This is an optimization exercise on Yosys and OpenROAD, whose aim is small area and a short achievable clock period, not a production implementation.
The RTL was checked by simulation tests, not by an equivalence proof against the original design.
The clock port is modelled as an ideal driver; clocking choices that lean on that would not hold on a real chip.
No activity file was given, so power comes from the tool's default toggle rates.

==> flow/design.v (excerpt) <==
module pe_mac #(
  parameter int WA       = 16,
  parameter int WB       = 16,
  parameter int ACCW     = 40,
  parameter int MULT_LAT = 1,
  parameter int ADD_LAT  = 0
) (
  input  logic                    clk,
  input  logic                    rst_n,
  input  logic                    in_valid,
  output logic                    in_ready,
  input  logic signed [WA-1:0]    a_in,
  input  logic signed [WB-1:0]    b_in,
  input  logic signed [ACCW-1:0]  psum_in,
  output logic                    out_valid,
  input  logic                    out_ready,
  output logic signed [WA-1:0]    a_out,
  output logic signed [WB-1:0]    b_out,
  output logic signed [ACCW-1:0]  psum_out
);
For scale: ~1300 cells after synthesis, roughly 180 flip-flops.
clock: 6.0 ns
lec_check: 0
abc_area: 1
cap_margin: 20
core_margin: 2
core_utilization: 55
cts_buf_list: sky130_fd_sc_hd__clkbuf_8
setup_slack_margin: 3.0
slew_margin: 20
synth_hierarchical: 1
synth_minimum_keep_size: 0
standard.sh (not shown) runs the stock make flow with config.mk's settings and CLKGATE_MAP_FILE= SYNTH_SCRIPT=/design/flow/synth_recipe.tcl, a recipe that flattens the netlist after the stock synthesis.
==> flow/flow/run.sh <==
#!/bin/bash
# Own flow: the standard layout (standard.sh, unchanged synthesis) with
#  - the port buffers made of the smallest buffer cell (buf_1), and
#  - useful skew for the internal M registers (flow/skew.tcl, run as the
#    PRE_CTS_TCL hook: it wraps clock_tree_synthesis and delays the clock of
#    Ms/Mc, which have no path from an input or to an output).
set -euo pipefail
here=$(pwd)
export BUFFER_PORTS_ARGS="-buffer_cell sky130_fd_sc_hd__buf_1"
export PRE_CTS_TCL="$here/flow/skew.tcl"

export SKEW_CELLS="clkbuf_2 clkbuf_2 clkbuf_2 clkbuf_4"
bash standard.sh > standard.log 2>&1
==> flow/flow/skew.tcl <==
# Useful skew for the register-to-register paths A,B -> M -> S: the clock of
# the M registers (Ms, Mc), whose D and Q pins connect only to other
# registers through logic, is delayed by a chain of clock buffers after CTS,
# so the multiply stage borrows time from the accumulate stage.
rename clock_tree_synthesis my_cts_orig
proc clock_tree_synthesis {args} {
  my_cts_orig {*}$args
  # buffer cells of the delay chain, from the tree's leaf net to the registers
  set cells [expr {[info exists ::env(SKEW_CELLS)] ? $::env(SKEW_CELLS) : "clkbuf_2 clkbuf_4"}]
  set groups [dict create]
  foreach inst [get_cells -quiet {Ms[* Mc[*}] {
    set pin [get_pins -of_objects $inst -filter "name==CLK"]
    set net [get_nets -of_objects $pin]
    dict lappend groups [get_full_name $net] [list $pin [sta::sta_to_db_inst $inst]]
  }
  set block [ord::get_db_block]
  set k 0
  dict for {netname items} $groups {
    set xs 0; set ys 0; set pins {}
    foreach it $items {
      lappend pins [lindex $it 0]
      set bb [[lindex $it 1] getBBox]
      set xs [expr {$xs + (([$bb xMin] + [$bb xMax]) / 2)}]; set ys [expr {$ys + (([$bb yMin] + [$bb yMax]) / 2)}]
    }
    set n [llength $pins]
    set dbu [$block getDbUnitsPerMicron]
    set loc [list [expr {$xs / $n / double($dbu)}] [expr {$ys / $n / double($dbu)}]]
    set cur $netname
    # a stronger last buffer for a large group keeps the clock pin slew low
    set big [expr {[info exists ::env(SKEW_BIG)] ? $::env(SKEW_BIG) : 6}]
    set chain $cells
    if {$n > $big} { set chain [lreplace $chain end end clkbuf_8] }
    set s 0
    foreach cell $chain {
      insert_buffer -buffer_cell sky130_fd_sc_hd__$cell -net $cur -load_pins $pins -location $loc \
        -buffer_name skewbuf_${k}_$s -net_name skewnet_${k}_$s
      incr s
      set cur [get_full_name [get_nets -of_objects [lindex $pins 0]]]
    }
    puts "skew: $n M register clock pins of $netname behind $chain"
    incr k
  }
}
Rerun with:
--- a/flow/config.mk
+++ b/flow/config.mk
@@ -10,4 +10,3 @@
 export CORE_MARGIN = 2
-export CORE_UTILIZATION = 55
-export CTS_BUF_LIST = sky130_fd_sc_hd__clkbuf_8
+export CORE_UTILIZATION = 40
 export SETUP_SLACK_MARGIN = 3.0
Result: The new run went through all stages and came out clean. Die area increases by 36%. Hold slack gets better by 0.0031 ns. Cell count increases by 6.1%.
Rerun with:
--- a/flow/flow/run.sh
+++ b/flow/flow/run.sh
@@ -11,3 +11,4 @@
 
-export SKEW_CELLS="clkbuf_2 clkbuf_2 clkbuf_2 clkbuf_4"
+export SKEW_CELLS="clkdlybuf4s25_1 clkbuf_4"
+export CTS_ARGS="-sink_clustering_enable -repair_clock_nets -buf_list sky130_fd_sc_hd__clkbuf_8 -dont_use_dummy_load"
 bash standard.sh > standard.log 2>&1
--- a/flow/config.mk
+++ b/flow/config.mk
@@ -10,4 +10,5 @@
 export CORE_MARGIN = 2
-export CORE_UTILIZATION = 40
-export SETUP_SLACK_MARGIN = 3.0
+export CORE_UTILIZATION = 55
+export CTS_BUF_LIST = sky130_fd_sc_hd__clkbuf_8
+export SETUP_SLACK_MARGIN = 3.1
 export SLEW_MARGIN = 20
The changed run produced a clean layout.
Routed wire length decreases by 5.1%.
Design area shrinks by 3.0%.
Power goes down by 10%.
Register-to-register slack improved by 0.08 ns.
Worst setup slack is better by 0.081 ns.
Cell count goes down by 7.7%.
Synthesized area is unchanged.
Worst hold slack degrades by 0.025 ns.
Flip-flop and latch count stays the same.
Core utilization came out higher by 17 points.
Rerun with:
--- a/flow/flow/run.sh
+++ b/flow/flow/run.sh
@@ -11,4 +11,3 @@
 
-export SKEW_CELLS="clkdlybuf4s25_1 clkbuf_4"
-export CTS_ARGS="-sink_clustering_enable -repair_clock_nets -buf_list sky130_fd_sc_hd__clkbuf_8 -dont_use_dummy_load"
+export SKEW_CELLS="clkbuf_2 clkbuf_2 clkbuf_2 clkbuf_4"
 bash standard.sh > standard.log 2>&1
--- a/flow/config.mk
+++ b/flow/config.mk
@@ -10,5 +10,5 @@
 export CORE_MARGIN = 2
-export CORE_UTILIZATION = 55
+export CORE_UTILIZATION = 40
 export CTS_BUF_LIST = sky130_fd_sc_hd__clkbuf_8
-export SETUP_SLACK_MARGIN = 3.1
+export SETUP_SLACK_MARGIN = 2.85
 export SLEW_MARGIN = 20
The new run completed without violations.
Core utilization decreases by 19 points.
Critical path depth is unchanged.
Global-route usage goes down by 6.1 points.
First-iteration DRC count rose by about 11%.
Routed wire length rose by about 8%.
Hold slack improves by 0.027 ns.
Synthesized cell count does not change.
Cell count grows by 8.8%.
Synthesized area stays the same.
Power goes up by about 3%.

afterwards: timing with drivers on the ports:
The flow's constraints put no driver on any port. The routed layouts listed below were extracted and timed again, unchanged, in two steps.
Step 1 (the two cells are an assumption about what drives the block):
set clk [get_ports {clk}]
set_driving_cell -lib_cell sky130_fd_sc_hd__clkbuf_16 $clk
set_driving_cell -lib_cell sky130_fd_sc_hd__buf_2 [delete_from_list [all_inputs] $clk]
Step 2, shift: input delay + t, output delay - t, t = (earliest + latest rising clock arrival at the registers) / 2. This alone moves slack from input paths to output paths.
Three values: no drivers, after step 1, after step 2; two values: the first two.
run	t (ns)	slack for setup (ns)	clock arrival spread, ns	worst register clock-pin slew, ns
the first run	0.720	3.033 / 3.033 / 2.599	0.469 / 0.469	0.11 / 0.11
the second run	0.700	3.054 / 3.054 / 2.648	0.462 / 0.462	0.08 / 0.08
the third run	0.682	3.134 / 3.134 / 2.724	0.431 / 0.431	0.12 / 0.12
the fourth run	0.713	2.884 / 2.884 / 2.474	0.460 / 0.460	0.11 / 0.11
Clock arrivals are far apart in every run listed, so t is only a midpoint there and step 2 fits no single register. For the first run, which loses most, drivers alone change the setup slack by 0.000 ns; drivers and shift together by -0.434 ns.
